Source: an optimization exercise on an open RTL-to-GDS flow (aim: small area, a short achievable clock period and few clock cycles per item). Production flows keep margins and buffers that such runs may drop.
In this exercise RTL edits were held to simulation tests only and were not proved equivalent to the original.

==> flow/design.v (excerpt) <==
module MCH (
    input               clk,
    input               reset,
    input       [ 7:0]  X,
    input       [ 7:0]  Y,
    output              Done,
    output      [16:0]  area
);
Size in the first run: about 6,600 cells after synthesis, ~36 I/O pins, ~63,000 µm² of cells after synthesis.
clock: 13.0 ns
lec_check: 0
cap_margin: 20
core_margin: 2
core_utilization: 35
cts_buf_list: sky130_fd_sc_hd__clkbuf_4 sky130_fd_sc_hd__clkbuf_8
place_density: 0.55
slew_margin: 20
standard.sh (not shown) runs the stock make flow with config.mk's settings and CLKGATE_MAP_FILE= SYNTH_SCRIPT=/design/flow/synth_recipe.tcl, a recipe that flattens the netlist after the stock synthesis.
==> flow/flow/run.sh <==
#!/bin/bash
# Layout flow: the standard flow (standard synthesis, floorplan, placement,
# CTS, routing) unchanged, except that ORFS's timing repair (after CTS and after
# global routing) is asked to leave 9 ns of setup slack instead of 0, so that it
# also speeds up paths that already meet the 13 ns clock. The clock, the I/O
# constraints and everything else are the design's.
set -uo pipefail
cp standard.sh standard_sh.copy.log
export SETUP_SLACK_MARGIN=9
bash standard.sh > standard.log 2>&1
Testbench counts at the start, summed over its fixed seeds: cycles 15,977, hulls 384.
Rerun with:
==> flow/flow/run.sh (replaced) <==
#!/bin/bash
# Layout flow: the standard flow (standard synthesis, floorplan, placement,
# CTS, routing) unchanged, except that ORFS's timing repair (after CTS and after
# global routing) is asked to leave 9.3 ns of setup slack instead of 0, so that it
# also speeds up paths that already meet the 13 ns clock. The clock, the I/O
# constraints and everything else are the design's.
set -uo pipefail
cp standard.sh standard_sh.copy.log
export SETUP_SLACK_MARGIN=9.3
bash standard.sh > standard.log 2>&1
ABC_AREA = 1   (was not set)
CTS_BUF_LIST = not set   (was sky130_fd_sc_hd__clkbuf_4 sky130_fd_sc_hd__clkbuf_8)
CTS_CLUSTER_DIAMETER = 100   (was not set)
CTS_CLUSTER_SIZE = 20   (was not set)
Result: Final area drops by 0.38%. Worst hold slack improved by 0.0087 ns.
Rerun with:
==> flow/flow/run.sh (replaced) <==
#!/bin/bash
# Layout flow: the standard flow (standard synthesis, floorplan, placement,
# CTS, routing) unchanged, except that ORFS's timing repair (after CTS and after
# global routing) is asked to leave 9 ns of setup slack instead of 0, so that it
# also speeds up paths that already meet the 13 ns clock. The clock, the I/O
# constraints and everything else are the design's.
set -uo pipefail
cp standard.sh standard_sh.copy.log
export SETUP_SLACK_MARGIN=9
bash standard.sh > standard.log 2>&1
ABC_AREA = not set   (was 1)
CTS_CLUSTER_DIAMETER = 60   (was 100)
CTS_CLUSTER_SIZE = 30   (was 20)
After rerunning: Non-clock buffer count is lower by 43. Global-route usage is higher by 0.28 points.
Rerun with:
==> flow/flow/run.sh (replaced) <==
#!/bin/bash
# Layout flow: the standard flow (standard synthesis, floorplan, placement,
# CTS, routing) unchanged, except that ORFS's timing repair (after CTS and after
# global routing) is asked to leave 9.3 ns of setup slack instead of 0, so that it
# also speeds up paths that already meet the 13 ns clock. The clock, the I/O
# constraints and everything else are the design's.
set -uo pipefail
cp standard.sh standard_sh.copy.log
export SETUP_SLACK_MARGIN=9.3
bash standard.sh > standard.log 2>&1
ABC_AREA = 1   (was not set)
CTS_CLUSTER_DIAMETER = 100   (was 60)
CTS_CLUSTER_SIZE = 20   (was 30)
TNS_END_PERCENT = 50   (was not set)
After rerunning: Synthesized area increases by 2.6%; via count increases by 13%; register-to-register slack gains 0.45 ns; sequential cell count does not change; final area decreases by 0.57%; global-route usage increases by 0.81 points; die area increases by 2.5%; worst setup slack gains 0.32 ns; clock-buffer cell count decreases by 28.

---

## the reference run
Starting RTL as in the previous note.
export LEC_CHECK = 0
export CAP_MARGIN = 20
export CORE_MARGIN = 2
export CORE_UTILIZATION = 35
export CTS_CLUSTER_DIAMETER = 100
export CTS_CLUSTER_SIZE = 20
export PLACE_DENSITY = 0.45
export SLEW_MARGIN = 20
create_clock -name core_clock -period 13.0 [get_ports {clk}]
==> flow/flow/run.sh <==
#!/bin/bash
# Layout flow: the standard flow (standard synthesis, floorplan, placement,
# CTS, routing) unchanged, except that ORFS's timing repair (after CTS and after
# global routing) is asked to leave 9 ns of setup slack instead of 0, so that it
# also speeds up paths that already meet the 13 ns clock. The clock, the I/O
# constraints and everything else are the design's.
set -uo pipefail
cp standard.sh standard_sh.copy.log
export SETUP_SLACK_MARGIN=9
bash standard.sh > standard.log 2>&1
The reference run reached the final stage; the timing, design-rule and antenna checks on its layout passed.
Testbench counts of the reference run, summed over its fixed seeds: cycles 15,977, hulls 384.
For the trial run, these inputs were changed with respect to the reference run:
Settings: ABC_AREA: unset -> 1; PLACE_DENSITY: 0.45 -> 0.55.
==> flow/flow/run.sh <==
#!/bin/bash
# Layout flow: the standard flow (standard synthesis, floorplan, placement,
# CTS, routing) unchanged, except that ORFS's timing repair (after CTS and after
# global routing) is asked to leave 9.6 ns of setup slack instead of 0, so that it
# also speeds up paths that already meet the 13 ns clock. The clock, the I/O
# constraints and everything else are the design's.
set -uo pipefail
cp standard.sh standard_sh.copy.log
export SETUP_SLACK_MARGIN=9.6
bash standard.sh > standard.log 2>&1
==> comparison <==
[compare] base=the reference run new=the trial run: share of the synthesized area in compound gates (AO/OA/AOI/OAI) -1.7 points; instance count of the mapped netlist moved up; worst setup slack after placement saw a decrease; clock-pin transition on the worst setup and hold timing paths stayed essentially flat; cell area after layout +5500 um^2. The trial run ended up with acc[11] as its critical path launch point; the reference run ended up with q0r[2].

---

MCH again, from the RTL that the note above started with.
Settings: LEC_CHECK=0, CAP_MARGIN=20, CORE_MARGIN=2, CORE_UTILIZATION=35, PLACE_DENSITY=0.55, SLEW_MARGIN=20; clock period 13.0 ns.
==> flow/flow/run.sh <==
#!/bin/bash
# Layout flow: the standard flow (standard synthesis, floorplan, placement,
# CTS, routing) unchanged, except that ORFS's timing repair (after CTS and after
# global routing) is asked to leave 9.25 ns of setup slack instead of 0, so that it
# also speeds up paths that already meet the 13 ns clock. The clock, the I/O
# constraints and everything else are the design's.
set -uo pipefail
cp standard.sh standard_sh.copy.log
export SETUP_SLACK_MARGIN=9.25
bash standard.sh > standard.log 2>&1
Testbench counts at the start, summed over its fixed seeds: cycles 15,977, hulls 384.
Then changed:
==> flow/flow/run.sh (replaced) <==
#!/bin/bash
# Layout flow: the standard flow (standard synthesis, floorplan, placement,
# CTS, routing) unchanged, except that ORFS's timing repair (after CTS and after
# global routing) is asked to leave 9.4 ns of setup slack instead of 0, so that it
# also speeds up paths that already meet the 13 ns clock. The clock, the I/O
# constraints and everything else are the design's.
set -uo pipefail
cp standard.sh standard_sh.copy.log
export SETUP_SLACK_MARGIN=9.4
bash standard.sh > standard.log 2>&1
Settings changed: ABC_AREA from default to 1, CTS_CLUSTER_DIAMETER from default to 100, CTS_CLUSTER_SIZE from default to 20.
The changed run ran to the end with no violations; wire length climbs by a few percent; critical path depth shrinks by 20; sequential share of layout area goes up by 0.34 points; count of clock-buffer cells in the layout came out lower by 43; sequential cell count does not change; synthesized cell count increases by a quarter to a third; cell area is lower slightly.
Then changed:
==> flow/run.sh (new file) <==
#!/bin/bash
# synth_recipe.tcl (not shown) runs the flow's synth.tcl, then flattens the netlist and writes it again
# the make line also repeats each setting of config.mk as NAME=value (left out here)
make -C /OpenROAD-flow-scripts/flow DESIGN_CONFIG=/design/flow/config.mk WORK_HOME=/design/flow/orfs CLKGATE_MAP_FILE= SYNTH_SCRIPT=/design/flow/synth_recipe.tcl finish
Settings changed: ABC_AREA 1 to default.
removed: flow/flow/run.sh
removed: flow/standard.sh
Effect: Via count fell by 16%; hold slack gains 7.5 ps.

## port drivers added, routing unchanged
In the flow no input, the clock included, has a driving cell. The finished layouts below were timed again as built, in two steps.
Step 1, drivers: a clkbuf_16 drives clk and a buf_2 each remaining input, both assumed.
Step 2 adds t to the input delays and takes it off the output delays; t is the mean of the earliest and latest rising clock arrival at the registers after step 1. Input paths then give back, and output paths get back, about the clock's delay inside the block.
Slacks: ideal ports / drivers / drivers and shift; pairs: ideal ports / drivers.
run | t, ns | setup WS [ns] | clock arrival spread, ns
the first run of note 1 | 0.992 | 8.873 / 8.873 / 8.873 | 0.081 / 0.081
the second run of note 1 | 0.812 | 9.162 / 9.067 / 9.242 | 0.062 / 0.062
the third run of note 1 | 0.857 | 8.801 / 8.801 / 8.801 | 0.080 / 0.080
the fourth run of note 1 | 0.829 | 9.125 / 9.037 / 9.249 | 0.085 / 0.084
the reference run | 0.812 | 8.674 / 8.674 / 8.674 | 0.059 / 0.059
the trial run | 0.800 | 9.166 / 9.077 / 9.176 | 0.054 / 0.054
the first run of note 3 | 0.826 | 8.758 / 8.758 / 8.758 | 0.043 / 0.043
the second run of note 3 | 0.839 | 9.110 / 9.015 / 9.267 | 0.066 / 0.065
the third run of note 3 | 0.799 | 7.449 / 7.449 / 7.449 | 0.068 / 0.068
After both steps every run listed still meets setup and hold.
